From an optimization exercise on the open Yosys and OpenROAD flow, aimed at small area; shortcuts taken in it are not production practice.
RTL that was checked went through simulation tests only; none was proved equivalent to the original.
The RTL of runs 1 and 2 was laid out without a check of its function.
Power and IR drop assume default switching activity.

**design.v**
```verilog
module rgb2ycbcr
(
    input clk,
    input rst_n,
    input [7:0] R,
    input [7:0] G,
    input [7:0] B,
    output [7:0] Y,
    output [7:0] Cb,
    output [7:0] Cr
);
reg [7:0] R_ff, G_ff, B_ff;
reg [7:0] Y1_ff;
reg [8:0] D_ff, E_ff;
reg [23:0] s2, s3;
reg [2:0] ph;
wire y1;
an2 u_y1 (.a(G_ff[0]), .b(B_ff[0]), .y(y1));
wire y2, y3;
fa u_y2 (.a(R_ff[0]), .b(G_ff[1]), .c(B_ff[1]), .y(y2), .z(y3));
wire y4;
an2 u_y4 (.a(y1), .b(y2), .y(y4));
wire y5, y6;
fa u_y5 (.a(R_ff[1]), .b(G_ff[2]), .c(B_ff[2]), .y(y5), .z(y6));
wire y7;
mj3 u_y7 (.a(y3), .b(y5), .c(y4), .y(y7));
wire y8, y9;
fa u_y8 (.a(R_ff[2]), .b(G_ff[3]), .c(B_ff[0]), .y(y8), .z(y9));
wire y10, y11;
fa u_y10 (.a(B_ff[3]), .b(y6), .c(y8), .y(y10), .z(y11));
wire y12;
an2 u_y12 (.a(y7), .b(y10), .y(y12));
wire y13, y14;
fa u_y13 (.a(R_ff[3]), .b(G_ff[4]), .c(B_ff[0]), .y(y13), .z(y14));
wire y15, y16;
fa u_y15 (.a(B_ff[1]), .b(B_ff[4]), .c(y9), .y(y15), .z(y16));
wire y17, y18;
fa u_y17 (.a(y13), .b(y11), .c(y15), .y(y17), .z(y18));
wire y19;
an2 u_y19 (.a(y12), .b(y17), .y(y19));
wire y20, y21;
fa u_y20 (.a(R_ff[4]), .b(G_ff[5]), .c(B_ff[1]), .y(y20), .z(y21));
wire y22, y23;
fa u_y22 (.a(B_ff[2]), .b(B_ff[5]), .c(y14), .y(y22), .z(y23));
wire y24, y25;
fa u_y24 (.a(y20), .b(y16), .c(y22), .y(y24), .z(y25));
wire y26;
mj3 u_y26 (.a(y18), .b(y24), .c(y19), .y(y26));
wire y27, y28;
fa u_y27 (.a(R_ff[0]), .b(R_ff[5]), .c(G_ff[6]), .y(y27), .z(y28));
wire y29, y30;
fa u_y29 (.a(B_ff[2]), .b(B_ff[3]), .c(B_ff[6]), .y(y29), .z(y30));
wire y31, y32;
fa u_y31 (.a(y21), .b(y27), .c(y29), .y(y31), .z(y32));
wire y33, y34;
fa u_y33 (.a(y23), .b(y31), .c(y25), .y(y33), .z(y34));
wire y35;
an2 u_y35 (.a(y26), .b(y33), .y(y35));
wire y36;
xn2 u_y36 (.a(R_ff[1]), .b(R_ff[6]), .y(y36));
wire y37;
or2 u_y37 (.a(R_ff[1]), .b(R_ff[6]), .y(y37));
wire y38, y39;
fa u_y38 (.a(G_ff[0]), .b(G_ff[7]), .c(B_ff[3]), .y(y38), .z(y39));
wire y40, y41;
fa u_y40 (.a(B_ff[4]), .b(B_ff[7]), .c(y36), .y(y40), .z(y41));
wire y42, y43;
fa u_y42 (.a(y28), .b(y30), .c(y38), .y(y42), .z(y43));
wire y44, y45;
fa u_y44 (.a(y40), .b(y32), .c(y42), .y(y44), .z(y45));
wire y46;
mj3 u_y46 (.a(y44), .b(y34), .c(y35), .y(y46));
wire y47, y48;
fa u_y47 (.a(R_ff[2]), .b(R_ff[7]), .c(G_ff[1]), .y(y47), .z(y48));
wire y49, y50;
fa u_y49 (.a(B_ff[4]), .b(B_ff[5]), .c(y37), .y(y49), .z(y50));
wire y51, y52;
fa u_y51 (.a(y39), .b(y47), .c(y41), .y(y51), .z(y52));
wire y53, y54;
fa u_y53 (.a(y49), .b(y43), .c(y51), .y(y53), .z(y54));
wire y55, y56;
fa u_y55 (.a(y45), .b(y53), .c(y46), .y(y55), .z(y56));
wire y57, y58;
fa u_y57 (.a(R_ff[3]), .b(G_ff[2]), .c(B_ff[5]), .y(y57), .z(y58));
wire y59, y60;
fa u_y59 (.a(B_ff[6]), .b(y48), .c(y57), .y(y59), .z(y60));
wire y61, y62;
fa u_y61 (.a(y50), .b(y52), .c(y59), .y(y61), .z(y62));
wire y63, y64;
fa u_y63 (.a(y54), .b(y61), .c(y56), .y(y63), .z(y64));
wire y65, y66;
fa u_y65 (.a(R_ff[4]), .b(G_ff[3]), .c(B_ff[6]), .y(y65), .z(y66));
wire y67, y68;
fa u_y67 (.a(B_ff[7]), .b(y58), .c(y65), .y(y67), .z(y68));
wire y69, y70;
fa u_y69 (.a(y60), .b(y67), .c(y62), .y(y69), .z(y70));
wire y71, y72;
ha u_y71 (.a(y64), .b(y69), .y(y71), .z(y72));
wire y73, y74;
fa u_y73 (.a(R_ff[5]), .b(G_ff[4]), .c(B_ff[7]), .y(y73), .z(y74));
wire y75, y76;
fa u_y75 (.a(y66), .b(y73), .c(y68), .y(y75), .z(y76));
wire y77, y78;
fa u_y77 (.a(y75), .b(y70), .c(y72), .y(y77), .z(y78));
wire y79;
xn2 u_y79 (.a(R_ff[6]), .b(G_ff[5]), .y(y79));
wire y80;
or2 u_y80 (.a(R_ff[6]), .b(G_ff[5]), .y(y80));
wire y81, y82;
fa u_y81 (.a(y79), .b(y74), .c(y76), .y(y81), .z(y82));
wire y83, y84;
ha u_y83 (.a(y78), .b(y81), .y(y83), .z(y84));
wire y85, y86;
fa u_y85 (.a(R_ff[7]), .b(G_ff[6]), .c(y80), .y(y85), .z(y86));
wire y87, y88;
fa u_y87 (.a(y85), .b(y82), .c(y84), .y(y87), .z(y88));
wire y89, y90;
fa u_y89 (.a(G_ff[7]), .b(y86), .c(y88), .y(y89), .z(y90));
wire d91;
xn2 u_d91 (.a(B_ff[0]), .b(G_ff[0]), .y(d91));
wire d92;
a2b u_d92 (.a(B_ff[0]), .b(G_ff[0]), .y(d92));
wire d93, d94;
fa u_d93 (.a(B_ff[1]), .b(~G_ff[1]), .c(d92), .y(d93), .z(d94));
wire d95, d96;
fa u_d95 (.a(B_ff[2]), .b(~G_ff[2]), .c(d94), .y(d95), .z(d96));
wire d97, d98;
fa u_d97 (.a(B_ff[3]), .b(~G_ff[3]), .c(d96), .y(d97), .z(d98));
wire d99, d100;
fa u_d99 (.a(B_ff[4]), .b(~G_ff[4]), .c(d98), .y(d99), .z(d100));
wire d101, d102;
fa u_d101 (.a(B_ff[5]), .b(~G_ff[5]), .c(d100), .y(d101), .z(d102));
wire d103, d104;
fa u_d103 (.a(B_ff[6]), .b(~G_ff[6]), .c(d102), .y(d103), .z(d104));
wire d105, d106;
fa u_d105 (.a(B_ff[7]), .b(~G_ff[7]), .c(d104), .y(d105), .z(d106));
wire e107;
xn2 u_e107 (.a(R_ff[0]), .b(G_ff[0]), .y(e107));
wire e108;
a2b u_e108 (.a(R_ff[0]), .b(G_ff[0]), .y(e108));
wire e109, e110;
fa u_e109 (.a(R_ff[1]), .b(~G_ff[1]), .c(e108), .y(e109), .z(e110));
wire e111, e112;
fa u_e111 (.a(R_ff[2]), .b(~G_ff[2]), .c(e110), .y(e111), .z(e112));
wire e113, e114;
fa u_e113 (.a(R_ff[3]), .b(~G_ff[3]), .c(e112), .y(e113), .z(e114));
wire e115, e116;
fa u_e115 (.a(R_ff[4]), .b(~G_ff[4]), .c(e114), .y(e115), .z(e116));
wire e117, e118;
fa u_e117 (.a(R_ff[5]), .b(~G_ff[5]), .c(e116), .y(e117), .z(e118));
wire e119, e120;
fa u_e119 (.a(R_ff[6]), .b(~G_ff[6]), .c(e118), .y(e119), .z(e120));
wire e121, e122;
fa u_e121 (.a(R_ff[7]), .b(~G_ff[7]), .c(e120), .y(e121), .z(e122));
wire cb123;
or2 u_cb123 (.a(E_ff[0]), .b(E_ff[1]), .y(cb123));
wire cb124;
mj3 u_cb124 (.a(E_ff[1]), .b(E_ff[2]), .c(cb123), .y(cb124));
wire cb125;
xn2 u_cb125 (.a(D_ff[0]), .b(E_ff[2]), .y(cb125));
wire cb126;
or2 u_cb126 (.a(D_ff[0]), .b(E_ff[2]), .y(cb126));
wire cb127;
mj3 u_cb127 (.a(E_ff[3]), .b(cb125), .c(cb124), .y(cb127));
wire cb128;
xn2 u_cb128 (.a(D_ff[1]), .b(E_ff[0]), .y(cb128));
wire cb129;
or2 u_cb129 (.a(D_ff[1]), .b(E_ff[0]), .y(cb129));
wire cb130, cb131;
fa u_cb130 (.a(E_ff[3]), .b(E_ff[4]), .c(cb126), .y(cb130), .z(cb131));
wire cb132;
mj3 u_cb132 (.a(cb128), .b(cb130), .c(cb127), .y(cb132));
wire cb133, cb134;
fa u_cb133 (.a(D_ff[2]), .b(E_ff[1]), .c(E_ff[4]), .y(cb133), .z(cb134));
wire cb135, cb136;
fa u_cb135 (.a(E_ff[5]), .b(cb129), .c(cb133), .y(cb135), .z(cb136));
wire cb137;
mj3 u_cb137 (.a(cb131), .b(cb135), .c(cb132), .y(cb137));
wire cb138;
xr2 u_cb138 (.a(D_ff[0]), .b(D_ff[3]), .y(cb138));
wire cb139;
o2b u_cb139 (.a(D_ff[3]), .b(D_ff[0]), .y(cb139));
wire cb140, cb141;
fa u_cb140 (.a(E_ff[2]), .b(E_ff[5]), .c(E_ff[6]), .y(cb140), .z(cb141));
wire cb142, cb143;
fa u_cb142 (.a(cb138), .b(cb134), .c(cb140), .y(cb142), .z(cb143));
wire cb144;
mj3 u_cb144 (.a(cb136), .b(cb142), .c(cb137), .y(cb144));
wire cb145;
xr2 u_cb145 (.a(D_ff[1]), .b(D_ff[4]), .y(cb145));
wire cb146;
o2b u_cb146 (.a(D_ff[4]), .b(D_ff[1]), .y(cb146));
wire cb147, cb148;
fa u_cb147 (.a(E_ff[3]), .b(E_ff[6]), .c(E_ff[7]), .y(cb147), .z(cb148));
wire cb149, cb150;
fa u_cb149 (.a(cb139), .b(cb145), .c(cb141), .y(cb149), .z(cb150));
wire cb151, cb152;
fa u_cb151 (.a(cb147), .b(cb143), .c(cb149), .y(cb151), .z(cb152));
wire cb153, cb154;
ha u_cb153 (.a(cb144), .b(cb151), .y(cb153), .z(cb154));
wire cb155, cb156;
fa u_cb155 (.a(D_ff[5]), .b(E_ff[4]), .c(E_ff[7]), .y(cb155), .z(cb156));
wire cb157, cb158;
fa u_cb157 (.a(~D_ff[2]), .b(E_ff[8]), .c(cb146), .y(cb157), .z(cb158));
wire cb159, cb160;
fa u_cb159 (.a(cb148), .b(cb155), .c(cb150), .y(cb159), .z(cb160));
wire cb161, cb162;
fa u_cb161 (.a(cb157), .b(cb152), .c(cb159), .y(cb161), .z(cb162));
wire cb163, cb164;
ha u_cb163 (.a(cb154), .b(cb161), .y(cb163), .z(cb164));
wire cb165, cb166;
fa u_cb165 (.a(D_ff[6]), .b(E_ff[5]), .c(E_ff[8]), .y(cb165), .z(cb166));
wire cb167, cb168;
fa u_cb167 (.a(~D_ff[3]), .b(cb156), .c(cb165), .y(cb167), .z(cb168));
wire cb169, cb170;
fa u_cb169 (.a(cb158), .b(cb167), .c(cb160), .y(cb169), .z(cb170));
wire cb171, cb172;
fa u_cb171 (.a(cb162), .b(cb169), .c(cb164), .y(cb171), .z(cb172));
wire cb173;
xr2 u_cb173 (.a(D_ff[4]), .b(D_ff[7]), .y(cb173));
wire cb174;
o2b u_cb174 (.a(D_ff[7]), .b(D_ff[4]), .y(cb174));
wire cb175, cb176;
fa u_cb175 (.a(E_ff[6]), .b(cb173), .c(cb166), .y(cb175), .z(cb176));
wire cb177, cb178;
fa u_cb177 (.a(cb168), .b(cb175), .c(cb170), .y(cb177), .z(cb178));
wire cb179, cb180;
ha u_cb179 (.a(cb172), .b(cb177), .y(cb179), .z(cb180));
wire cb181, cb182;
fa u_cb181 (.a(~D_ff[5]), .b(D_ff[8]), .c(E_ff[7]), .y(cb181), .z(cb182));
wire cb183, cb184;
fa u_cb183 (.a(cb174), .b(cb181), .c(cb176), .y(cb183), .z(cb184));
wire cb185, cb186;
fa u_cb185 (.a(cb183), .b(cb178), .c(cb180), .y(cb185), .z(cb186));
wire cb187, cb188;
fa u_cb187 (.a(~D_ff[6]), .b(E_ff[8]), .c(cb182), .y(cb187), .z(cb188));
wire cb189, cb190;
fa u_cb189 (.a(cb187), .b(cb184), .c(cb186), .y(cb189), .z(cb190));
wire cb191;
xr2 u_cb191 (.a(D_ff[7]), .b(cb188), .y(cb191));
wire cb192;
o2b u_cb192 (.a(cb188), .b(D_ff[7]), .y(cb192));
wire cb193, cb194;
ha u_cb193 (.a(cb190), .b(cb191), .y(cb193), .z(cb194));
wire cb195;
xr2 u_cb195 (.a(D_ff[8]), .b(cb192), .y(cb195));
wire cb196;
xn2 u_cb196 (.a(cb194), .b(cb195), .y(cb196));
wire cr197;
mj3 u_cr197 (.a(E_ff[0]), .b(D_ff[0]), .c(D_ff[3]), .y(cr197));
wire cr198;
xn2 u_cr198 (.a(E_ff[1]), .b(D_ff[1]), .y(cr198));
wire cr199;
or2 u_cr199 (.a(E_ff[1]), .b(D_ff[1]), .y(cr199));
wire cr200;
mj3 u_cr200 (.a(D_ff[4]), .b(cr198), .c(cr197), .y(cr200));
wire cr201, cr202;
fa u_cr201 (.a(E_ff[2]), .b(D_ff[2]), .c(D_ff[5]), .y(cr201), .z(cr202));
wire cr203;
mj3 u_cr203 (.a(cr199), .b(cr201), .c(cr200), .y(cr203));
wire cr204;
xr2 u_cr204 (.a(E_ff[0]), .b(E_ff[3]), .y(cr204));
wire cr205;
o2b u_cr205 (.a(E_ff[3]), .b(E_ff[0]), .y(cr205));
wire cr206, cr207;
fa u_cr206 (.a(D_ff[3]), .b(D_ff[6]), .c(cr204), .y(cr206), .z(cr207));
wire cr208;
mj3 u_cr208 (.a(cr202), .b(cr206), .c(cr203), .y(cr208));
wire cr209;
xr2 u_cr209 (.a(E_ff[1]), .b(E_ff[4]), .y(cr209));
wire cr210;
o2b u_cr210 (.a(E_ff[4]), .b(E_ff[1]), .y(cr210));
wire cr211, cr212;
fa u_cr211 (.a(D_ff[4]), .b(D_ff[7]), .c(cr205), .y(cr211), .z(cr212));
wire cr213, cr214;
fa u_cr213 (.a(cr209), .b(cr207), .c(cr211), .y(cr213), .z(cr214));
wire cr215, cr216;
ha u_cr215 (.a(cr208), .b(cr213), .y(cr215), .z(cr216));
wire cr217, cr218;
fa u_cr217 (.a(E_ff[5]), .b(D_ff[5]), .c(D_ff[8]), .y(cr217), .z(cr218));
wire cr219, cr220;
fa u_cr219 (.a(~E_ff[2]), .b(cr210), .c(cr217), .y(cr219), .z(cr220));
wire cr221, cr222;
fa u_cr221 (.a(cr212), .b(cr219), .c(cr214), .y(cr221), .z(cr222));
wire cr223, cr224;
ha u_cr223 (.a(cr216), .b(cr221), .y(cr223), .z(cr224));
wire cr225;
xr2 u_cr225 (.a(E_ff[3]), .b(E_ff[6]), .y(cr225));
wire cr226;
o2b u_cr226 (.a(E_ff[6]), .b(E_ff[3]), .y(cr226));
wire cr227, cr228;
fa u_cr227 (.a(D_ff[6]), .b(cr225), .c(cr218), .y(cr227), .z(cr228));
wire cr229, cr230;
fa u_cr229 (.a(cr220), .b(cr227), .c(cr222), .y(cr229), .z(cr230));
wire cr231, cr232;
ha u_cr231 (.a(cr224), .b(cr229), .y(cr231), .z(cr232));
wire cr233;
xr2 u_cr233 (.a(E_ff[4]), .b(E_ff[7]), .y(cr233));
wire cr234;
o2b u_cr234 (.a(E_ff[7]), .b(E_ff[4]), .y(cr234));
wire cr235, cr236;
fa u_cr235 (.a(D_ff[7]), .b(cr226), .c(cr233), .y(cr235), .z(cr236));
wire cr237, cr238;
fa u_cr237 (.a(cr228), .b(cr235), .c(cr230), .y(cr237), .z(cr238));
wire cr239, cr240;
ha u_cr239 (.a(cr232), .b(cr237), .y(cr239), .z(cr240));
wire cr241;
xr2 u_cr241 (.a(E_ff[5]), .b(E_ff[8]), .y(cr241));
wire cr242;
o2b u_cr242 (.a(E_ff[8]), .b(E_ff[5]), .y(cr242));
wire cr243, cr244;
fa u_cr243 (.a(D_ff[8]), .b(cr234), .c(cr241), .y(cr243), .z(cr244));
wire cr245, cr246;
fa u_cr245 (.a(cr236), .b(cr243), .c(cr238), .y(cr245), .z(cr246));
wire cr247, cr248;
ha u_cr247 (.a(cr240), .b(cr245), .y(cr247), .z(cr248));
wire cr249, cr250;
fa u_cr249 (.a(~E_ff[6]), .b(cr242), .c(cr244), .y(cr249), .z(cr250));
wire cr251, cr252;
fa u_cr251 (.a(cr249), .b(cr246), .c(cr248), .y(cr251), .z(cr252));
wire cr253;
xr2 u_cr253 (.a(E_ff[7]), .b(cr250), .y(cr253));
wire cr254;
o2b u_cr254 (.a(cr250), .b(E_ff[7]), .y(cr254));
wire cr255, cr256;
ha u_cr255 (.a(cr252), .b(cr253), .y(cr255), .z(cr256));
wire cr257;
xr2 u_cr257 (.a(E_ff[8]), .b(cr254), .y(cr257));
wire cr258;
xn2 u_cr258 (.a(cr256), .b(cr257), .y(cr258));
always @(posedge clk) begin
    R_ff <= R;
    G_ff <= G;
    B_ff <= B;
    Y1_ff <= {y90, y89, y87, y83, y77, y71, y63, y55};
    D_ff <= {d106, d105, d103, d101, d99, d97, d95, d93, d91};
    E_ff <= {e122, e121, e119, e117, e115, e113, e111, e109, e107};
    s2 <= {Y1_ff, {cb196, cb193, cb189, cb185, cb179, cb171, cb163, cb153}, {cr258, cr255, cr251, cr247, cr239, cr231, cr223, cr215}};
    s3 <= s2;
end
always @(posedge clk) begin
    ph[0] <= rst_n & ~ph[2];
    ph[1] <= rst_n & (ph[0] | ph[1]);
    ph[2] <= rst_n & ph[1];
end
wire on = ph[2] & ~ph[0];     
wire off = ~on;
wire blk = ph[1] & ph[0];     
an2 u_Y0 (.a(on), .b(s3[16]), .y(Y[0]));
an2 u_Y1 (.a(on), .b(s3[17]), .y(Y[1]));
an2 u_Y2 (.a(on), .b(s3[18]), .y(Y[2]));
an2 u_Y3 (.a(on), .b(s3[19]), .y(Y[3]));
ao1 u_Y4 (.a(on), .b(s3[20]), .c(blk), .y(Y[4]));
an2 u_Y5 (.a(on), .b(s3[21]), .y(Y[5]));
an2 u_Y6 (.a(on), .b(s3[22]), .y(Y[6]));
an2 u_Y7 (.a(on), .b(s3[23]), .y(Y[7]));
nr2 u_Cb0 (.a(off), .b(s3[8]), .y(Cb[0]));
nr2 u_Cb1 (.a(off), .b(s3[9]), .y(Cb[1]));
nr2 u_Cb2 (.a(off), .b(s3[10]), .y(Cb[2]));
nr2 u_Cb3 (.a(off), .b(s3[11]), .y(Cb[3]));
nr2 u_Cb4 (.a(off), .b(s3[12]), .y(Cb[4]));
nr2 u_Cb5 (.a(off), .b(s3[13]), .y(Cb[5]));
nr2 u_Cb6 (.a(off), .b(s3[14]), .y(Cb[6]));
ao1 u_Cb7 (.a(on), .b(s3[15]), .c(blk), .y(Cb[7]));
nr2 u_Cr0 (.a(off), .b(s3[0]), .y(Cr[0]));
nr2 u_Cr1 (.a(off), .b(s3[1]), .y(Cr[1]));
nr2 u_Cr2 (.a(off), .b(s3[2]), .y(Cr[2]));
nr2 u_Cr3 (.a(off), .b(s3[3]), .y(Cr[3]));
nr2 u_Cr4 (.a(off), .b(s3[4]), .y(Cr[4]));
nr2 u_Cr5 (.a(off), .b(s3[5]), .y(Cr[5]));
nr2 u_Cr6 (.a(off), .b(s3[6]), .y(Cr[6]));
ao1 u_Cr7 (.a(on), .b(s3[7]), .c(blk), .y(Cr[7]));
endmodule
module a2b (input a, input b, output y);
assign y = a & ~b;
endmodule
module an2 (input a, input b, output y);
assign y = a & b;
endmodule
module ao1 (input a, input b, input c, output y);
assign y = (a & b) | c;
endmodule
module fa (input a, input b, input c, output y, output z);
assign y = a ^ b ^ c;
assign z = (a & b) | (a & c) | (b & c);
endmodule
module ha (input a, input b, output y, output z);
assign y = a ^ b;
assign z = a & b;
endmodule
module mj3 (input a, input b, input c, output y);
assign y = (a & b) | (a & c) | (b & c);
endmodule
module nr2 (input a, input b, output y);
assign y = ~(a | b);
endmodule
module o2b (input a, input b, output y);
assign y = a | ~b;
endmodule
module or2 (input a, input b, output y);
assign y = a | b;
endmodule
module xn2 (input a, input b, output y);
assign y = ~(a ^ b);
endmodule
module xr2 (input a, input b, output y);
assign y = a ^ b;
endmodule
```
**flow/run.sh**
```bash
#!/bin/bash
# Layout: the standard ORFS flow (standard.sh, unchanged synthesis and
# steps), except that the input and output port buffers use the smallest
# buffer cell, sky130_fd_sc_hd__buf_1, and clock tree synthesis inserts no
# dummy loads. The make output goes to orfs_make.log; each ORFS step keeps its
# own log under orfs/logs/.
set -euo pipefail
bash standard.sh "BUFFER_PORTS_ARGS=-buffer_cell sky130_fd_sc_hd__buf_1" \
  "CTS_ARGS=-sink_clustering_enable -repair_clock_nets -buf_list sky130_fd_sc_hd__clkbuf_8 -dont_use_dummy_load" \
  finish > orfs_make.log 2>&1
```
**constraint.sdc**
```tcl
create_clock -name core_clock -period 5.0 [get_ports {clk}]
set_input_delay 1.0000 -clock core_clock [delete_from_list [all_inputs] [get_ports {clk}]]
set_output_delay 1.0000 -clock core_clock [all_outputs]
set_load 0.01 [all_outputs]
```
**config.mk**
```make
export PLATFORM = sky130hd
export DESIGN_NAME = rgb2ycbcr
export DESIGN_NICKNAME = rgb2ycbcr
export VERILOG_FILES = /design/flow/design.v
export SDC_FILE = /design/flow/constraint.sdc
export NUM_CORES = 4
export LEC_CHECK = 0
export CAP_MARGIN = 20
export CORE_MARGIN = 2
export CORE_UTILIZATION = 60
export CTS_BUF_LIST = sky130_fd_sc_hd__clkbuf_8
export GPL_TIMING_DRIVEN = 0
export PLACE_DENSITY = 0.7
export SLEW_MARGIN = 20
export SYNTH_HIERARCHICAL = 1
```
**standard.sh**
```bash
#!/bin/bash
# synth_recipe.tcl (not shown) runs the flow's synth.tcl, then flattens the netlist and writes it again
# the make line also repeats each setting of config.mk as NAME=value (left out here)
make -C /OpenROAD-flow-scripts/flow DESIGN_CONFIG=/design/flow/config.mk WORK_HOME=/design/flow/orfs CLKGATE_MAP_FILE= SYNTH_SCRIPT=/design/flow/synth_recipe.tcl "${@:-finish}"
```
==> results of run 1 <==
layout make-up:
| type | count | area (um^2) |
|---|---|---|
| clock buffer | 9 | 124 |
| fill | 595 | 2480 |
| inverter | 13 | 48.8 |
| multi-input combinational | 187 | 2600 |
| sequential | 101 | 2030 |
| tap | 102 | 128 |
| timing repair buffer | 50 | 191 |
worst max path at each step:
stage / endpoint / from / slack, ps
final: Y1_ff[6]$_DFF_P_ / R_ff[2]$_DFF_P_ / 140
after global routing: Y1_ff[6]$_DFF_P_ / R_ff[2]$_DFF_P_ / -2
after CTS: Y1_ff[6]$_DFF_P_ / R_ff[2]$_DFF_P_ / 40
after detailed placement: Y1_ff[6]$_DFF_P_ / B_ff[0]$_DFF_P_ / -240
after global placement: Y1_ff[6]$_DFF_P_ / R_ff[2]$_DFF_P_ / -200
after floorplan: Y1_ff[6]$_DFF_P_ / R_ff[2]$_DFF_P_ / 7
stage by stage:
stage	TNS, ps	hold WS (ps)	cells	worst slack, ps
2_1_floorplan	0	310	301	6.56
3_3_place_gp	-339	310	452	-205
3_5_place_dp	-421	312	452	-240
4_1_cts	0	318	462	41.5
5_1_grt	-1.62	318	462	-1.62
6_report	0	317	462	140
cell usage after synthesis:
cell	n	area [um^2]
xor2_1	12	105
o21a_1	1	7.51
xnor2_1	9	78.8
nand2b_1	11	68.8
dfxtp_1	101	2020
nor2_1	14	52.6
fa_1	89	1780
nor2b_1	1	6.26
nor2b_4	2	27.5
a21o_1	3	22.5
ha_1	12	150
inv_1	13	48.8
and2b_2	1	8.76
or2_1	6	37.5
and2_1	14	87.6
maj3_2	12	135
per-module statistics from Yosys, one instance, submodules excluded:
module	cells inside	area, um^2	copies in the design
xn2	1	8.76	9
fa	1	20.0	89
a2b	1	13.8	2
xr2	1	8.76	12
rgb2ycbcr	120	2110	1
nr2	1	3.75	14
or2	1	6.26	6
an2	1	6.26	12
ao1	1	7.51	3
ha	1	12.5	12
o2b	1	6.26	10
mj3	1	11.3	12
logic make-up (layout without fill, tap and decap cells):
family,after synthesis,after routing,share of synthesized area
adders and majority gates,113,113,0.445
xor gates and xnor gates,21,21,0.0396
buffers and inverters,13,72,0.0105
and+or+nand+nor,49,49,0.0623
AOI/OAI and AO/OA,4,4,0.00647
DFF,101,101,0.436
registers in the layout (all words and copies together) (netlist names):
| name | cells |
|---|---|
| ph | 3 |
| D_ff | 9 |
| G_ff | 8 |
| E_ff | 9 |
| s2 | 24 |
| Y1_ff | 8 |
| B_ff | 8 |
| s3 | 24 |
| R_ff | 8 |
where the power goes:
group          total, mW  switching (mW)  internal, mW
Combinational       1.12           0.542         0.578
Clock              0.391           0.229         0.162
Sequential          1.25           0.134          1.12
metal layers:
layer	track usage	routed length [um]	up-vias
met1	0.231	2820	1049
li1	-	-	1038
met5	0	0	-
met3	0.0353	191	11
met4	0.0746	125	0
met2	0.313	3420	45
critical path, delay by kind of cell, from the launching register on:
family | cells | cell delay [ps]
flip-flops | 1 | 360
adder cells (fa/ha/maj) | 12 | 4080
AND/OR/NAND/NOR | 2 | 310
what timing repair did:
action,CTS,global route
setup buffers,1,0
pin swaps,1,3
setup endpoints to repair,2,2
gates resized for setup,12,6
==> impl_metrics.py, run 1 <==
metrics = {
    "final_layout": {
        "fin_nets": 489,
        "fin_util": 0.674,
        "mostFrequentLayoutCells": "dfxtp_1, fa_1, buf_1, and2_1, nor2_1",
        "final_common_cell": "dfxtp_1",
        "fin_area_um2": 5130,
        "syn_to_final_growth_pct": 10.5,
        "drive_gt1_frac": 0.111,
        "num_antenna_cells": 0,
    },
    "placement": {
        "dpl_cell_area_um2": 4950,
        "dp_hpwl_mm": 5.38,
        "io_buffers": 49,
        "place_congestion": 0.852,
    },
    "setup_path": {
        "r2r_start": "R_ff[2]$_DFF_P_",
        "critical_path_class": "flop to flop",
        "critPathLaunchType": "flop",
        "max_stage_delay_ps": 510,
        "crit_chain": "fa_2, fa_1, fa_1, and2_1, maj3_2, and2_1, maj3_2, fa_2, fa_2, ha_2, fa_2, ha_4, fa_2, fa_1",
        "cp.required_ps": 5250,
        "end_kind": "flop",
        "cp_slowest_cell": "fa_1",
        "cpMostUsedCell": "fa_2",
        "worstPathMaxFanout": 2,
        "ff2ff_path_depth": 14,
        "reg2reg_slack_ps": 140,
        "r2r-end": "Y1_ff[6]$_DFF_P_",
        "worstPathArrival_ps": 5110,
    },
    "power_and_ir_drop": {
        "p_total_mw": 2.76,
        "p_leak_nw": 2.05,
        "power.density_nw_per_um2": 538,
        "peakVddDrop_mv": 0.257,
    },
    "global_route": {
        "grt_max_degree": 19,
        "grt_usage": 0.183,
        "antenna_found_initial": 0,
        "grt_pass1_wl_mm": 11.5,
        "grt-ovfl-total": 0,
        "grt_pass1_vias": 2429,
    },
    "synthesis": {
        "syn_area_um2": 4640,
        "syn_avg_cell_area_um2": 15.4,
        "syn-num-nets": 428,
        "ys_types": 16,
        "yosysWarnings": 7,
        "netlist_instances": 301,
        "ys_ff_latch": 101,
        "seq_area_frac_synth": 0.436,
    },
    "clocking": {
        "clock_latency_ps": 360,
        "cts_buffer_depth": 2,
        "clkSinkCount": 101,
        "cts_buffers": 9,
        "cts_tree": "yes",
        "hold_buffers": 0,
        "clk_pin_slew_ps": 90,
        "cts_root_buffer": "clkbuf_8",
        "cts-htree-levels": 3,
    },
    "worst_hold_path": {
        "min_from": "Y1_ff[1]$_DFF_P_",
        "hp-class": "flop to flop",
        "hold_end": "s2[17]$_DFF_P_",
        "min_path_cells": 0,
    },
    "drt": {
        "drt_pass1_iterations": 4,
        "drt_iter0_drc": 53,
        "routed_via_density": 4.64,
        "vias": 2143,
        "ant_nets": 0,
        "detail_route.drc_violations": 0,
        "drt-total-wl_mm": 6.56,
        "wl_per_cell_um": 14.2,
    },
    "timing": {
        "finalMaxSlewViolations": 0,
        "maxSlewHeadroom": 0.613,
        "worst_slew_pin_slew_ps": 580,
        "fin_skew_ps": 28.3,
        "fmax_ghz": 0.206,
        "setup-violations-final": 0,
        "rsz0062_at_grt": "yes",
        "final_hold_viol_count": 0,
        "fin_crit_sh": 0.972,
        "fin_crit_ps": 4860,
    },
    "floorplan": {
        "die-area_um2": 8450,
        "floorplan.initialDensity": 0.610,
        "fp.coreArea_um2": 7610,
        "rows": 32,
        "die_h_um": 91.9,
        "ios": 50,
        "die_x_um": 91.9,
    },
    "flow_run": {
        "drv_cap": 0,
    },
    "status": {
        "status": "timing/DRC/antenna clean",
    },
}
==> inputs of run 2 (changes only) <==
--- a/config.mk
+++ b/config.mk
@@ -5,11 +5,11 @@
 export SDC_FILE = /design/flow/constraint.sdc
 export NUM_CORES = 4
 export LEC_CHECK = 0
-export CAP_MARGIN = 20
+export CAP_MARGIN = 0
 export CORE_MARGIN = 2
 export CORE_UTILIZATION = 60
 export CTS_BUF_LIST = sky130_fd_sc_hd__clkbuf_8
 export GPL_TIMING_DRIVEN = 0
 export PLACE_DENSITY = 0.7
-export SLEW_MARGIN = 20
+export SLEW_MARGIN = 0
 export SYNTH_HIERARCHICAL = 1
==> run 2 against run 1 <==
  * Combinational power about the same
  * Largest power group unchanged
  * Clock skew is the same
  * Non-clock buffer count unchanged
  * Global-route usage unchanged
  * Critical endpoint unchanged
  * Critical path depth stayed put
  * Largest cell class unchanged
  * Cell count unchanged
  * Total power stayed put
  * Critical path type unchanged
  * Highest routed layer unchanged
==> impl_metrics.py, run 2 <==
metrics = {
    "synthesis": {
        "synth_top_family_by_area": "adder cells",
        "netlist.area_leader.share": 0.436,
        "yosys.area_share.simple": 0.0623,
        "synth_xor_area_frac": 0.0396,
        "synth_largest_area_cell": "dfxtp_1",
        "muxShareOfSynthArea": 0,
        "synthArstFlopShare": 0,
        "syn_area_um2": 4640,
        "netlist_instances": 301,
        "synth_compound_area_frac": 0.00647,
        "syn_avg_cell_area_um2": 15.4,
        "syn-num-nets": 428,
        "synth_edf_count": 0,
        "ys_ff_latch": 101,
        "seq_area_frac_synth": 0.436,
        "yosysWarnings": 7,
        "synthFlopType": "dfxtp_1",
        "yosysMostFrequentCell": "dfxtp_1",
        "synthAdderAreaFrac": 0.445,
        "ys_types": 16,
        "synthTopCellsByArea": "dfxtp_1, fa_1, ha_1",
        "yosys-top-cells-count": "dfxtp_1, fa_1, and2_1, nor2_1, inv_1",
    },
    "timing": {
        "fin_crit_sh": 0.972,
        "final_hold_viol_count": 0,
        "worst_slew_pin_slew_ps": 580,
        "setup-violations-final": 0,
        "rsz0062_at_grt": "yes",
        "fin_crit_ps": 4860,
        "fin_skew_ps": 28.3,
        "maxSlewHeadroom": 0.613,
        "fin_ws_ps": 140,
        "finalMaxSlewViolations": 0,
        "fmax_ghz": 0.206,
    },
    "floorplan": {
        "floorplan.initialDensity": 0.610,
        "die-area_um2": 8450,
        "die_h_um": 91.9,
        "rows": 32,
        "die_x_um": 91.9,
        "ios": 50,
        "fp.coreArea_um2": 7610,
    },
    "clocking": {
        "cts_buffer_depth": 2,
        "cts-htree-levels": 3,
        "cts_root_buffer": "clkbuf_8",
        "clock_latency_ps": 360,
        "clkSinkCount": 101,
        "clk_pin_slew_ps": 90,
        "hold_buffers": 0,
        "cts_buffers": 9,
        "cts_tree": "yes",
    },
    "placement": {
        "dp_slack_ps": -240,
        "io_buffers": 49,
        "dpl_cell_area_um2": 4950,
        "place_congestion": 0.852,
        "dp_hpwl_mm": 5.38,
    },
    "status": {
        "status": "timing/DRC/antenna clean",
    },
    "global_route": {
        "grt-ovfl-total": 0,
        "grt_max_degree": 19,
        "antenna_found_initial": 0,
        "grt_pass1_wl_mm": 11.5,
        "grt_usage": 0.183,
        "grt_pass1_vias": 2429,
    },
    "final_layout": {
        "drive_gt1_frac": 0.111,
        "mostFrequentLayoutCells": "dfxtp_1, fa_1, buf_1, and2_1, nor2_1",
        "top_regs": "s2 x24, s3 x24",
        "syn_to_final_growth_pct": 10.5,
        "fin_area_um2": 5130,
        "num_antenna_cells": 0,
        "fin_util": 0.674,
        "final_common_cell": "dfxtp_1",
        "fin_nets": 489,
        "num-fill-cells": 595,
    },
    "setup_path": {
        "end_kind": "flop",
        "critical_path_class": "flop to flop",
        "cp.required_ps": 5250,
        "worstPathMaxFanout": 2,
        "critPathLaunchType": "flop",
        "worstPathArrival_ps": 5110,
    },
    "worst_hold_path": {
        "hp-class": "flop to flop",
    },
    "power_and_ir_drop": {
        "peakVddDrop_mv": 0.257,
        "power.density_nw_per_um2": 538,
        "p_leak_nw": 2.05,
    },
    "flow_run": {
        "drv_cap": 0,
    },
    "drt": {
        "vias": 2143,
        "routed_via_density": 4.64,
        "drt_iter0_drc": 53,
        "detail_route.drc_violations": 0,
        "drt_pass1_iterations": 4,
        "wl_per_cell_um": 14.2,
        "drt-total-wl_mm": 6.56,
        "ant_nets": 0,
    },
}
-- run 2: final cells by class --
type                            instances  area (um^2)  area share
Tap cell                              102          128      0.0249
Multi-Input combinational cell        187         2600       0.507
Clock buffer                            9          124      0.0242
Inverter                               13         48.8     0.00951
Timing Repair Buffer                   50          191      0.0373
Sequential cell                       101         2030       0.397
-- run 2: kinds of logic after synthesis --
logic type / after synthesis
xor+xnor: 21
buf+inv: 13
simple gates: 49
flops: 101
compound gates: 4
fa+ha+maj: 113
-- run 2: routing by layer --
layer | vias up | GRT usage | part of all wire
met5 | - | 0 | 0
met2 | 45 | 0.313 | 0.52
met4 | 0 | 0.0746 | 0.019
met1 | 1049 | 0.231 | 0.43
met3 | 11 | 0.0353 | 0.029
li1 | 1038 | - | -
-- run 2: path summary, 6_finish.rpt --
check / startpoint / endpoint / slack, ps / cells past startpoint
max: R_ff[2]$_DFF_P_ / Y1_ff[6]$_DFF_P_ / 140 / 14
min: Y1_ff[1]$_DFF_P_ / s2[17]$_DFF_P_ / 320 / 0
max reg2reg: R_ff[2]$_DFF_P_ / Y1_ff[6]$_DFF_P_ / 140 / 14
min reg2reg: Y1_ff[1]$_DFF_P_ / s2[17]$_DFF_P_ / 320 / 0
-- run 2: worst max-delay path, stage by stage, from the launching register on --
cell	delay (ps)
dfxtp_4	360
fa_2	380
fa_1	510
fa_1	400
and2_1	150
maj3_2	290
and2_1	160
maj3_2	330
fa_2	340
fa_2	330
ha_2	190
fa_2	380
ha_4	180
fa_2	330
fa_1	420
-- run 2: Yosys stat by module, one instance, submodules excluded, excerpt --
module | flip-flops and latches | times used | area (um^2) | cells
ao1 | 0 | 3 | 7.51 | 1
fa | 0 | 89 | 20.0 | 1
xn2 | 0 | 9 | 8.76 | 1
o2b | 0 | 10 | 6.26 | 1
ha | 0 | 12 | 12.5 | 1
nr2 | 0 | 14 | 3.75 | 1
an2 | 0 | 12 | 6.26 | 1
rgb2ycbcr | 101 | 1 | 2110 | 120
xr2 | 0 | 12 | 8.76 | 1
-- run 2: per-stage QoR --
| stage | instances | TNS, ps | total power, mW | hold slack, ps |
|---|---|---|---|---|
| 2_1_floorplan | 301 | 0 | 2.08 | 310 |
| 3_3_place_gp | 452 | -339 | 2.34 | 310 |
| 3_5_place_dp | 452 | -421 | 2.39 | 312 |
| 4_1_cts | 462 | 0 | 2.80 | 318 |
| 5_1_grt | 462 | -1.62 | 3.05 | 318 |
| 6_report | 462 | 0 | 2.76 | 317 |
-- run 2: where the power goes --
part	switching (mW)	total, mW	internal [mW]
Combinational	0.542	1.12	0.578
Clock	0.229	0.391	0.162
Sequential	0.134	1.25	1.12
-- run 2: what timing repair did --
| action | 4_1_cts | 5_1_grt |
|---|---|---|
| setup endpoints to repair | 2 | 2 |
| pin swaps | 1 | 3 |
| gates cloned | 0 | 0 |
| resized for setup | 12 | 6 |
| endpoints found under the hold margin | 0 | 0 |
| setup buffers | 1 | 0 |
==> inputs of run 3 (changes only) <==
--- a/design.v
+++ b/design.v
@@ -119,7 +119,7 @@
 wire d91;
 xn2 u_d91 (.a(B_ff[0]), .b(G_ff[0]), .y(d91));
 wire d92;
-a2b u_d92 (.a(B_ff[0]), .b(G_ff[0]), .y(d92));
+nr2 u_d92 (.a(~B_ff[0]), .b(G_ff[0]), .y(d92));
 wire d93, d94;
 fa u_d93 (.a(B_ff[1]), .b(~G_ff[1]), .c(d92), .y(d93), .z(d94));
 wire d95, d96;
@@ -137,7 +137,7 @@
 wire e107;
 xn2 u_e107 (.a(R_ff[0]), .b(G_ff[0]), .y(e107));
 wire e108;
-a2b u_e108 (.a(R_ff[0]), .b(G_ff[0]), .y(e108));
+nr2 u_e108 (.a(~R_ff[0]), .b(G_ff[0]), .y(e108));
 wire e109, e110;
 fa u_e109 (.a(R_ff[1]), .b(~G_ff[1]), .c(e108), .y(e109), .z(e110));
 wire e111, e112;
@@ -371,9 +371,6 @@
 nr2 u_Cr6 (.a(off), .b(s3[6]), .y(Cr[6]));
 ao1 u_Cr7 (.a(on), .b(s3[7]), .c(blk), .y(Cr[7]));
 endmodule
-module a2b (input a, input b, output y);
-assign y = a & ~b;
-endmodule
 module an2 (input a, input b, output y);
 assign y = a & b;
 endmodule
--- a/config.mk
+++ b/config.mk
@@ -5,11 +5,11 @@
 export SDC_FILE = /design/flow/constraint.sdc
 export NUM_CORES = 4
 export LEC_CHECK = 0
-export CAP_MARGIN = 0
+export CAP_MARGIN = 20
 export CORE_MARGIN = 2
 export CORE_UTILIZATION = 60
 export CTS_BUF_LIST = sky130_fd_sc_hd__clkbuf_8
 export GPL_TIMING_DRIVEN = 0
 export PLACE_DENSITY = 0.7
-export SLEW_MARGIN = 0
+export SLEW_MARGIN = 20
 export SYNTH_HIERARCHICAL = 1
==> run 3 against run 2 <==
  * Still clean
  * Synthesized cell count grew 0.66%
  * Design area is essentially flat
  * Flip-flop and latch count is the same
  * Critical endpoint unchanged
==> impl_metrics.py, run 3 <==
metrics = {
    "synthesis": {
        "synthTopCellsByArea": "dfxtp_1, fa_1, ha_1",
        "netlist.area_leader.share": 0.437,
        "ys_types": 15,
        "netlist_instances": 303,
        "yosysWarnings": 7,
        "synthFlopType": "dfxtp_1",
        "ys_ff_latch": 101,
        "syn-num-nets": 430,
        "yosysMostFrequentCell": "dfxtp_1",
        "seq_area_frac_synth": 0.437,
        "synth_largest_area_cell": "dfxtp_1",
        "yosys-top-cells-count": "dfxtp_1, fa_1, nor2_1",
        "syn_avg_cell_area_um2": 15.3,
        "synthArstFlopShare": 0,
        "synth_edf_count": 0,
        "syn_area_um2": 4630,
    },
    "timing": {
        "whs_ps": 312,
        "fmax_ghz": 0.203,
        "worst_slew_pin_slew_ps": 544,
        "setup-violations-final": 0,
        "fin_crit_sh": 0.983,
        "fin_ws_ps": 85.4,
        "setup_tns_ps": 0,
        "fin_crit_ps": 4910,
        "maxSlewHeadroom": 0.637,
        "fin_skew_ps": 37.7,
        "final_hold_viol_count": 0,
        "rsz0062_at_grt": "yes",
        "finalMaxSlewViolations": 0,
    },
    "drt": {
        "drt-total-wl_mm": 6.71,
        "drt_iter0_drc": 91,
        "detail_route.drc_violations": 0,
        "routed_via_density": 4.79,
        "drt_pass1_iterations": 4,
        "wl_per_cell_um": 14.5,
        "vias": 2224,
        "ant_nets": 0,
    },
    "placement": {
        "io_buffers": 49,
        "place_congestion": 0.872,
        "dp_hpwl_mm": 5.44,
        "place_inst": 454,
        "dp_slack_ps": -240,
        "dpl_cell_area_um2": 4940,
    },
    "floorplan": {
        "rows": 32,
        "die_x_um": 91.8,
        "fp.coreArea_um2": 7610,
        "die_h_um": 91.8,
        "ios": 50,
        "floorplan.initialDensity": 0.608,
        "die-area_um2": 8430,
    },
    "global_route": {
        "grt_pass1_wl_mm": 11.5,
        "grt_max_degree": 21,
        "grt_pass1_vias": 2455,
        "grt_usage": 0.186,
        "grt-ovfl-total": 0,
        "antenna_found_initial": 0,
    },
    "setup_path": {
        "setup.worst_path.start": "R_ff[2]$_DFF_P_",
        "ff2ff_path_depth": 14,
        "critPathLaunchType": "flop",
        "worstPathArrival_ps": 5160,
        "critical_path_class": "flop to flop",
        "r2r_start": "R_ff[2]$_DFF_P_",
        "end_kind": "flop",
        "worstPathMaxFanout": 2,
        "cp.required_ps": 5250,
    },
    "clocking": {
        "cts-htree-levels": 3,
        "cts_root_buffer": "clkbuf_8",
        "clock_latency_ps": 380,
        "cts_tree": "yes",
        "cts_buffer_depth": 2,
        "clk_pin_slew_ps": 100,
        "clkSinkCount": 101,
        "cts_buffers": 9,
    },
    "power_and_ir_drop": {
        "p_leak_nw": 2.05,
        "p_switching_mw": 0.923,
        "p_total_mw": 2.80,
        "seq_power_share": 0.448,
        "peakVddDrop_mv": 0.240,
        "intPower_mw": 1.87,
        "p_sw_frac": 0.330,
        "clockPowerShare": 0.141,
        "comb_power_share": 0.411,
        "power.density_nw_per_um2": 545,
    },
    "final_layout": {
        "num-fill-cells": 565,
        "top_regs": "s2 x24, s3 x24",
        "syn_to_final_growth_pct": 10.9,
        "fin_nets": 491,
        "mostFrequentLayoutCells": "dfxtp_1, fa_1, buf_1, nor2_1, inv_1",
        "num_antenna_cells": 0,
        "fin_area_um2": 5130,
        "fin_util": 0.675,
        "final_common_cell": "dfxtp_1",
        "drive_gt1_frac": 0.110,
        "finalNonFillerCells": 464,
    },
    "worst_hold_path": {
        "min_path_cells": 0,
        "hp-class": "flop to flop",
        "min_from": "s2[17]$_DFF_P_",
    },
    "status": {
        "status": "timing/DRC/antenna clean",
    },
    "flow_run": {
        "drv_cap": 0,
    },
}
-- run 3: area by class of cell --
class,instances,area [um^2],area share
Multi-Input combinational cell,187,2600,0.506
Tap cell,102,128,0.0249
Timing Repair Buffer,50,191,0.0373
Clock buffer,9,124,0.0241
Inverter,15,56.3,0.0110
Sequential cell,101,2030,0.396
-- run 3: cell families (layout without fill, tap and decap cells) --
| family | Yosys count | after routing | synth area share |
|---|---|---|---|
| flip-flops | 101 | 101 | 0.437 |
| AND/OR/NAND/NOR | 49 | 49 | 0.0581 |
| AO/OA/AOI/OAI | 4 | 4 | 0.00649 |
| adder cells (fa/ha/maj) | 113 | 113 | 0.447 |
| buffers and inverters | 15 | 74 | 0.0122 |
| XOR/XNOR | 21 | 21 | 0.0397 |
-- run 3: final timing paths --
check                     end  slack (ps)
max          Y1_ff[6]$_DFF_P_          90
min            s3[17]$_DFF_P_         310
max reg2reg  Y1_ff[6]$_DFF_P_          90
min reg2reg    s3[17]$_DFF_P_         310
-- run 3: critical path, cell delays in order (launching register included) --
cell     delay (ps)
dfxtp_4         360
fa_2            390
fa_1            520
fa_1            420
and2_4          150
maj3_2          300
and2_4          160
maj3_2          320
fa_2            340
fa_2            370
ha_4            180
fa_2            360
ha_4            180
fa_2            330
fa_1            420
-- run 3: modules after synthesis (local to each module, per instance), a selection --
module | flip-flops and latches | cell area [um^2] | cells inside
ao1 | 0 | 7.51 | 1
nr2 | 0 | 3.75 | 1
or2 | 0 | 6.26 | 1
rgb2ycbcr | 101 | 2120 | 122
xn2 | 0 | 8.76 | 1
fa | 0 | 20.0 | 1
xr2 | 0 | 8.76 | 1
ha | 0 | 12.5 | 1
o2b | 0 | 6.26 | 1
-- run 3: routing by layer --
metal	up-vias	routed length, um	share of wire	global-route usage
li1	1043	-	-	-
met2	58	3500	0.52	0.320
met1	1108	2760	0.41	0.224
met3	15	245	0.037	0.0337
met5	-	0	0	0
met4	0	204	0.030	0.0970
-- run 3: timing repair --
item	in CTS	in global routing
setup buffers	1	0
gates cloned	0	0
setup endpoints to repair	2	2
gates resized for setup	15	6
hold buffers	0	0
-- run 3: power by group through the flow --
stage,combinational (mW),sequential [mW],clock (mW)
after global routing,1.37,1.29,0.435
final,1.15,1.25,0.393
after floorplan,0.843,1.23,0
after CTS,1.16,1.26,0.409
after detailed placement,1.13,1.28,0
after global placement,1.07,1.27,0
==> inputs of run 4 (changes only) <==
==> flow/run.sh (replaced) <==
#!/bin/bash
# Layout: the standard ORFS flow (standard.sh, unchanged synthesis and
# steps), except that the input and output port buffers use the smallest
# buffer cell, sky130_fd_sc_hd__buf_1, clock tree synthesis inserts no dummy
# loads, and global routing downsizes gates off the critical paths
# (RECOVER_POWER). The make output goes to orfs_make.log; each ORFS step keeps
# its own log under orfs/logs/.
set -euo pipefail
bash standard.sh "BUFFER_PORTS_ARGS=-buffer_cell sky130_fd_sc_hd__buf_1" \
  "CTS_ARGS=-sink_clustering_enable -repair_clock_nets -buf_list sky130_fd_sc_hd__clkbuf_8 -dont_use_dummy_load" \
  "RECOVER_POWER=100" \
  finish > orfs_make.log 2>&1
==> run 4 against run 3 <==
  * Register-to-register slack is essentially flat
  * Cell count unchanged
  * Setup slack improved by 0.61 ps
  * Hold slack hardly changed
  * Via count fell by 0.13%
  * Clock power barely moved
  * Largest cell class unchanged
==> impl_metrics.py, run 4 <==
metrics = {
    "setup_path": {
        "path_buf_inv": 0,
        "cpLargestDelayFamily": "adder cells",
        "r2r_start": "R_ff[2]$_DFF_P_",
        "ff2ff_path_depth": 14,
        "crit_chain": "fa_2, fa_1, fa_1, and2_4, maj3_2, and2_4, maj3_2, fa_2, fa_2, ha_4, fa_2, ha_4, fa_2, fa_1",
        "max_stage_delay_ps": 520,
        "cp_slowest_cell": "fa_1",
        "worstPathMaxFanout": 2,
        "setup.worst_path.start": "R_ff[2]$_DFF_P_",
        "cpMostUsedCell": "fa_2",
        "worstPathArrival_ps": 5160,
        "critical_path_class": "flop to flop",
        "reg2reg_slack_ps": 90,
        "end_kind": "flop",
        "r2r-end": "Y1_ff[6]$_DFF_P_",
        "cp.required_ps": 5240,
        "critPathLaunchType": "flop",
    },
    "power_and_ir_drop": {
        "power.density_nw_per_um2": 544,
        "p_leak_nw": 2.04,
        "peakVddDrop_mv": 0.239,
        "p_total_mw": 2.79,
    },
    "drt": {
        "wl_per_cell_um": 14.5,
        "vias": 2221,
        "detail_route.drc_violations": 0,
        "drt_pass1_iterations": 4,
        "ant_nets": 0,
        "drt_iter0_drc": 69,
        "routed_via_density": 4.79,
        "drt-total-wl_mm": 6.72,
    },
    "worst_hold_path": {
        "min_from": "s2[17]$_DFF_P_",
        "hold_end": "s3[17]$_DFF_P_",
        "hp-class": "flop to flop",
        "min_path_cells": 0,
    },
    "synthesis": {
        "synthFlopType": "dfxtp_1",
        "yosys-top-cells-count": "dfxtp_1, fa_1, nor2_1",
        "yosysWarnings": 7,
        "synth_edf_count": 0,
        "yosysMostFrequentCell": "dfxtp_1",
        "ys_ff_latch": 101,
        "synthTopCellsByArea": "dfxtp_1, fa_1, ha_1",
        "syn_area_um2": 4630,
        "syn_avg_cell_area_um2": 15.3,
        "ys_types": 15,
        "netlist.area_leader.share": 0.437,
        "netlist_instances": 303,
        "synthArstFlopShare": 0,
        "synth_largest_area_cell": "dfxtp_1",
        "syn-num-nets": 430,
        "seq_area_frac_synth": 0.437,
    },
    "floorplan": {
        "floorplan.initialDensity": 0.608,
        "die-area_um2": 8430,
        "rows": 32,
        "ios": 50,
        "fp.coreArea_um2": 7610,
        "die_x_um": 91.8,
        "die_h_um": 91.8,
    },
    "clocking": {
        "cts_root_buffer": "clkbuf_8",
        "clock_latency_ps": 370,
        "cts-htree-levels": 3,
        "cts_buffers": 9,
        "cts_buffer_depth": 2,
        "clkSinkCount": 101,
        "cts_tree": "yes",
        "clk_pin_slew_ps": 100,
    },
    "timing": {
        "fin_crit_sh": 0.983,
        "finalMaxSlewViolations": 0,
        "fmax_ghz": 0.204,
        "setup-violations-final": 0,
        "final_hold_viol_count": 0,
        "maxSlewHeadroom": 0.624,
        "fin_crit_ps": 4910,
        "rsz0062_at_grt": "yes",
        "fin_skew_ps": 37.9,
        "worst_slew_pin_slew_ps": 563,
    },
    "placement": {
        "dpl_cell_area_um2": 4940,
        "place_inst": 454,
        "place_congestion": 0.872,
        "io_buffers": 49,
        "dp_hpwl_mm": 5.44,
    },
    "global_route": {
        "use_met1": 0.224,
        "grt_usage": 0.186,
        "grt-ovfl-total": 0,
        "gr-max-usage-layer": "met2",
        "grt_max_degree": 21,
        "grt_pass1_vias": 2455,
        "use_met2": 0.320,
        "met3_usage": 0.0337,
        "grt_pass1_wl_mm": 11.5,
        "antenna_found_initial": 0,
    },
    "final_layout": {
        "finalNonFillerCells": 464,
        "num_antenna_cells": 0,
        "fin_area_um2": 5120,
        "top_regs": "s2 x24, s3 x24",
        "num-fill-cells": 571,
        "drive_gt1_frac": 0.0939,
        "syn_to_final_growth_pct": 10.7,
        "final_common_cell": "dfxtp_1",
        "fin_nets": 491,
        "mostFrequentLayoutCells": "dfxtp_1, fa_1, buf_1, nor2_1, inv_1",
    },
    "status": {
        "status": "timing/DRC/antenna clean",
    },
    "flow_run": {
        "drv_cap": 0,
    },
}
## run 4: logic make-up after synthesis
| logic type | count (synthesis) | synth area share |
|---|---|---|
| AO/OA/AOI/OAI | 4 | 0.00649 |
| adder cells (fa/ha/maj) | 113 | 0.447 |
| flip-flops | 101 | 0.437 |
| XOR/XNOR | 21 | 0.0397 |
| AND/OR/NAND/NOR | 49 | 0.0581 |
| buffers and inverters | 15 | 0.0122 |
## run 4: how the worst max path moves through the flow
stage / slack [ps] / depth (start not counted) / endpoint
2_1_floorplan: 7 / 14 / Y1_ff[6]$_DFF_P_
4_1_cts: 40 / 14 / Y1_ff[6]$_DFF_P_
5_1_grt: -9 / 14 / Y1_ff[6]$_DFF_P_
3_3_place_gp: -210 / 14 / Y1_ff[6]$_DFF_P_
3_5_place_dp: -240 / 14 / Y1_ff[6]$_DFF_P_
6_report: 90 / 14 / Y1_ff[6]$_DFF_P_
## run 4: repair_timing
item                                    in CTS  in global routing
gates resized for setup                     15                  6
hold buffers                                 0                  0
endpoints found under the setup margin       2                  2
setup buffers                                1                  0
pin swaps                                    0                  0
## run 4: metrics by stage
stage,utilization,setup TNS (ps),hold WS (ps),setup slack (ps)
2_1_floorplan,-,0,310,6.56
3_3_place_gp,0.649,-343,310,-207
3_5_place_dp,0.649,-418,312,-240
4_1_cts,0.671,0,313,38.8
5_1_grt,0.674,-8.66,310,-8.66
6_report,0.674,0,313,86.0
## run 4: area by class of cell
| cell class | instances | area [um^2] | area share |
|---|---|---|---|
| Timing Repair Buffer | 50 | 191 | 0.0374 |
| Inverter | 15 | 56.3 | 0.0110 |
| Tap cell | 102 | 128 | 0.0249 |
| Clock buffer | 9 | 124 | 0.0242 |
| Sequential cell | 101 | 2030 | 0.397 |
| Multi-Input combinational cell | 187 | 2590 | 0.505 |
## run 4: per-layer routing
layer  up-vias  wire (um)
met1      1104       2770
met4         0        175
met2        58       3550
met5         -          0
met3        15        228
li1       1044          -
## run 4: worst register-to-register path, cell delays in order, from the launching register on
cell and delay, ps:
dfxtp_4 360, fa_2 390, fa_1 520, fa_1 420
and2_4 150, maj3_2 300, and2_4 160, maj3_2 320
fa_2 340, fa_2 370, ha_4 180, fa_2 360
ha_4 180, fa_2 330, fa_1 420
## run 4: per-module statistics from Yosys, one instance, submodules excluded
module     copies in the design  flip-flops and latches  cell area [um^2]  cells inside
an2                          12                       0              6.26             1
rgb2ycbcr                     1                     101              2120           122
ha                           12                       0              12.5             1
xr2                          12                       0              8.76             1
fa                           89                       0              20.0             1
or2                           6                       0              6.26             1
xn2                           9                       0              8.76             1
o2b                          10                       0              6.26             1
ao1                           3                       0              7.51             1
nr2                          16                       0              3.75             1
mj3                          12                       0              11.3             1
## run 4: where the power goes
| part | switching [mW] | leakage, nW | internal [mW] |
|---|---|---|---|
| Sequential | 0.136 | 0.853 | 1.12 |
| Combinational | 0.555 | 1.13 | 0.589 |
| Clock | 0.230 | 0.0647 | 0.162 |

[afterwards: timing with drivers on the ports]
How much do the figures lean on ideal ports? The routed layouts below were timed once more, with nothing changed but the port constraints. Step 1 (the two cells are an assumption about what drives the block):
set clk [get_ports {clk}]
set_driving_cell -lib_cell sky130_fd_sc_hd__clkbuf_16 $clk
set_driving_cell -lib_cell sky130_fd_sc_hd__buf_2 [delete_from_list [all_inputs] $clk]
Step 2 moves the port delays by t, midway between the first and last clock arrival at a register: inputs arrive t later, outputs are due t later. That takes back most of the time a late clock gives input paths. Three values: no drivers, after step 1, after step 2; two values: the first two.
| run | t, ns | setup WS [ns] | worst register clock-pin slew, ns |
|---|---|---|---|
| run 1 | 0.379 | 0.140 / 0.140 / 0.140 | 0.10 / 0.10 |
| run 2 | 0.379 | 0.140 / 0.140 / 0.140 | 0.10 / 0.10 |
| run 3 | 0.390 | 0.085 / 0.085 / 0.085 | 0.10 / 0.10 |
| run 4 | 0.384 | 0.086 / 0.086 / 0.086 | 0.10 / 0.10 |
After both steps setup and hold are still met in every run listed.
